This is an optimization exercise on Yosys and OpenROAD, whose aim is small area, a short achievable clock period and few clock cycles per item, not a production implementation. The RTL was checked by simulation tests, not by an equivalence proof against the original design. No activity file was given, so power comes from the tool's default toggle rates.

== oak ==
// layer
module layer #(
    parameter integer WIDTH     = 16,
    parameter integer ACC_WIDTH = 22
)(
    input  logic              clk,
    input  logic              rst_n,
    input  logic              start,
    input  logic signed [WIDTH-1:0] x_in,
    output logic              ready,
    output logic              debug_bit,
    output logic signed [WIDTH-1:0]     y_out,
    output logic signed [ACC_WIDTH-1:0] acc_out
);
    logic        active;
    logic [3:0]  cnt;
    always_ff @(posedge clk or negedge rst_n) begin
        if (!rst_n) begin
            active <= 1'b0;
            cnt    <= 4'd0;
        end else if (start) begin
            active <= 1'b1;
            cnt    <= 4'd1;
        end else if (active) begin
            cnt <= cnt + 4'd1;
            if (cnt == 4'd15) active <= 1'b0;
        end
    end
    logic v0, v1, v2, v3, v4, v5, fst6, lst6, lst7;
    always_ff @(posedge clk or negedge rst_n) begin
        if (!rst_n) begin
            v0 <= 1'b0; v1 <= 1'b0; v2 <= 1'b0; v3 <= 1'b0;
            v4 <= 1'b0; v5 <= 1'b0;
            fst6 <= 1'b0; lst6 <= 1'b0; lst7 <= 1'b0; ready <= 1'b0;
        end else begin
            v0 <= start | active;
            v1 <= v0;
            v2 <= v1;
            v3 <= v2;
            v4 <= v3;
            v5 <= v4;
            fst6 <= v4 && i4 == 4'd0;
            lst6 <= v4 && i4 == 4'd15;
            lst7  <= lst6;
            ready <= lst7;
        end
    end
    wire [3:0] idx_n = start ? 4'd0 : cnt;
  logic [14:0] dig_n;
  always_comb begin
    case (idx_n)
      4'd0: dig_n = 15'h48d8;
      4'd1: dig_n = 15'h689b;
      4'd2: dig_n = 15'h5114;
      4'd3: dig_n = 15'h543e;
      4'd4: dig_n = 15'h4a8a;
      4'd5: dig_n = 15'h5455;
      4'd6: dig_n = 15'h6d17;
      4'd7: dig_n = 15'h5d36;
      4'd8: dig_n = 15'h280e;
      4'd9: dig_n = 15'h6555;
      4'd10: dig_n = 15'h1954;
      4'd11: dig_n = 15'h6499;
      4'd12: dig_n = 15'h301d;
  ...
Size in the first run: roughly 2200 cells after synthesis, roughly 59 I/O pins, ~0.025 sq mm of cells after synthesis.
export LEC_CHECK = 0
export CAP_MARGIN = 20
export CORE_MARGIN = 2
export CORE_UTILIZATION = 40
export CTS_BUF_LIST = sky130_fd_sc_hd__clkbuf_4 sky130_fd_sc_hd__clkbuf_8
export SLEW_MARGIN = 20
export SYNTH_HIERARCHICAL = 1
export SYNTH_MINIMUM_KEEP_SIZE = 0
create_clock -name core_clock -period 10.0 [get_ports {clk}]
standard.sh (not shown) runs the stock make flow with config.mk's settings and CLKGATE_MAP_FILE= SYNTH_SCRIPT=/design/flow/synth_recipe.tcl, a recipe that flattens the netlist after the stock synthesis.
==> flow/flow/run.sh <==
#!/bin/bash
# The standard layout (the standard.sh), in three parts:
#  1. the standard synthesis;
#  3. the rest of the standard flow, with timing repair aimed at a setup
#     slack margin of 6.6 ns and free to resize cells across footprints, so
#     that it buffers and sizes up what the critical paths need. The SDC,
#     clock period and I/O constraints are unchanged.
set -euo pipefail
bash standard.sh synth > synth.log 2>&1
openroad -no_init -exit flow/presize.tcl > presize.log 2>&1
bash standard.sh SETUP_SLACK_MARGIN=6.6 MATCH_CELL_FOOTPRINT=0 finish > standard.log 2>&1
==> flow/flow/presize.tcl <==
# After the standard synthesis, before the standard floorplan:
#  - take out the buffers ABC put in (the layout's repair buffers what it needs);
#  - give flip-flops that drive many loads a stronger drive (same cell type,
#    dfxtp_1 -> dfxtp_2 or dfxtp_4).
set odb orfs/results/sky130hd/layer/base/1_synth.odb
read_db $odb
read_liberty $::env(FLOW_HOME)/platforms/sky130hd/lib/sky130_fd_sc_hd__tt_025C_1v80.lib
remove_buffers
set db [ord::get_db]
set block [ord::get_db_block]
set aoi1 [$db findMaster sky130_fd_sc_hd__a22oi_1]
set ff2 [$db findMaster sky130_fd_sc_hd__dfxtp_2]
set ff4 [$db findMaster sky130_fd_sc_hd__dfxtp_4]
set n 0
set f2 0
set f4 0
foreach inst [$block getInsts] {
  set m [[$inst getMaster] getName]
  if {$m eq "sky130_fd_sc_hd__a22oi_2"} {
    $inst swapMaster $aoi1
    incr n
  } elseif {$m eq "sky130_fd_sc_hd__dfxtp_1"} {
    set q [$inst findITerm Q]
    set net [$q getNet]
    if {$net eq "NULL"} { continue }
    set loads [expr {[llength [$net getITerms]] - 1 + [llength [$net getBTerms]]}]
    if {$loads >= 12} {
      $inst swapMaster $ff4
      incr f4
    } elseif {$loads >= 6} {
      $inst swapMaster $ff2
      incr f2
    }
  }
}
puts "a22oi_2 -> a22oi_1: $n; dfxtp_1 -> dfxtp_2: $f2, -> dfxtp_4: $f4"
write_db $odb
Testbench counts of oak, summed over its fixed seeds: cycles 8,840, items 384.
--- input diff oak..pine ---
==> flow/flow/run.sh <==
#!/bin/bash
# The standard layout (the standard.sh), in three parts:
#  1. the standard synthesis;
#  3. the rest of the standard flow, with timing repair aimed at a setup
#     slack margin of 6.6 ns and free to resize cells across footprints, so
#     that it sizes up again the cells on critical paths. The SDC, clock
#     period and I/O constraints are unchanged.
set -euo pipefail
bash standard.sh synth > synth.log 2>&1
openroad -no_init -exit flow/downsize.tcl > downsize.log 2>&1
bash standard.sh SETUP_SLACK_MARGIN=6.6 MATCH_CELL_FOOTPRINT=0 finish > standard.log 2>&1
==> flow/flow/downsize.tcl (new file) <==
set odb orfs/results/sky130hd/layer/base/1_synth.odb
read_db $odb
set db [ord::get_db]
set block [ord::get_db_block]
set to [$db findMaster sky130_fd_sc_hd__a22oi_1]
set n 0
foreach inst [$block getInsts] {
  if {[[$inst getMaster] getName] eq "sky130_fd_sc_hd__a22oi_2"} {
    $inst swapMaster $to
    incr n
  }
}
puts "downsized $n a22oi_2 to a22oi_1"
write_db $odb
removed: flow/flow/presize.tcl
==> summary.txt <==
- pine vs oak — standard cell core area rose 3.3%.
- Compared to oak, pine leaves more free space in the core.
- pine vs. oak: shortest period the worst path allows now sits lower; sum of negative setup slack now sits at about the same level.
- Lower hold slack goes to oak over pine.
- Relative to oak, the chip height measured on pine has increased slightly.
- On final cell count: pine sits above oak.
- Per the comparison of pine with oak, global-route usage -0.62 points; switching share of power -0.24 points.
diff inputs: pine => birch
diff --git a/flow/flow/run.sh b/flow/flow/run.sh
--- a/flow/flow/run.sh
+++ b/flow/flow/run.sh
@@ -4,6 +4,6 @@
 #  3. the rest of the standard flow, with timing repair aimed at a setup
 #     slack margin of 6.6 ns and free to resize cells across footprints, so
-#     that it sizes up again the cells on critical paths. The SDC, clock
-#     period and I/O constraints are unchanged.
+#     that it buffers and sizes up what the critical paths need. The SDC,
+#     clock period and I/O constraints are unchanged.
 set -euo pipefail
 bash standard.sh synth > synth.log 2>&1
diff --git a/flow/flow/downsize.tcl b/flow/flow/downsize.tcl
--- a/flow/flow/downsize.tcl
+++ b/flow/flow/downsize.tcl
@@ -1,4 +1,6 @@
 set odb orfs/results/sky130hd/layer/base/1_synth.odb
 read_db $odb
+read_liberty $::env(FLOW_HOME)/platforms/sky130hd/lib/sky130_fd_sc_hd__tt_025C_1v80.lib
+remove_buffers
 set db [ord::get_db]
 set block [ord::get_db_block]
Findings:
Max non-clock buffer count across birch and pine: pine. [compare] base=pine new=birch: clock network fraction of total power lower, first-pass GRT wire length lower, wire length lower, filler cell count lower. Going from pine to birch, the proportion of layout cells with a drive suffix above 1 was found to have gone down by 2.8 points.
[inputs] maple vs birch
==> flow/flow/run.sh <==
#!/bin/bash
# The standard layout (the standard.sh), in three parts:
#  1. the standard synthesis;
#  3. the rest of the standard flow, with timing repair aimed at a setup
#     slack margin of 6.9 ns and free to resize cells across footprints, so
#     that it sizes up again the cells on critical paths. The SDC, clock
#     period and I/O constraints are unchanged.
set -euo pipefail
bash standard.sh synth > synth.log 2>&1
openroad -no_init -exit flow/downsize.tcl > downsize.log 2>&1
bash standard.sh SETUP_SLACK_MARGIN=6.9 MATCH_CELL_FOOTPRINT=0 finish > standard.log 2>&1
diff --git a/flow/flow/downsize.tcl b/flow/flow/downsize.tcl
--- a/flow/flow/downsize.tcl
+++ b/flow/flow/downsize.tcl
@@ -1,6 +1,4 @@
 set odb orfs/results/sky130hd/layer/base/1_synth.odb
 read_db $odb
-read_liberty $::env(FLOW_HOME)/platforms/sky130hd/lib/sky130_fd_sc_hd__tt_025C_1v80.lib
-remove_buffers
 set db [ord::get_db]
 set block [ord::get_db_block]
--- outcome ---
- Number of instances in the synthesized netlist was higher in the run labelled maple.
- Looking at worst-path cell with the longest stage delay, the sky130_fd_sc_hd__fa_1 result is from birch; the sky130_fd_sc_hd__fa_2 one comes from maple.
- From birch to maple the numbers moved as follows: setup slack of the most critical reg-to-reg path went up 70 ps, final area went up 5.1%, total design power went up 7.8%.
- Utilization (maple over birch): increase, 0.56 points

afterwards: timing with drivers on the ports:
The results above use ideal ports. As a check the final layouts listed here were re-extracted and re-timed, cells and wires unchanged.
Step 1 sets driving cells, clkbuf_16 on the clock port and buf_2 on the other inputs (assumed; they add their load-dependent delay and slew).
Step 2 moves the port delays by t, midway between the first and last clock arrival at a register: inputs arrive t later, outputs are due t later. That takes back most of the time a late clock gives input paths.
a / b / c = no drivers / after step 1 / after step 2; a / b = the first two.
run | t, ns | slack for setup (ns) | pins driven straight from the clock port
oak | 0.741 | 6.555 / 6.555 / 6.106 | 1
pine | 0.715 | 6.592 / 6.592 / 6.145 | 1
birch | 0.710 | 6.516 / 6.516 / 6.165 | 1
maple | 0.728 | 6.587 / 6.587 / 6.308 | 1
After both steps every run listed still meets setup and hold. For oak, which loses most, drivers alone change the setup slack by 0.000 ns; drivers and shift together by -0.449 ns.
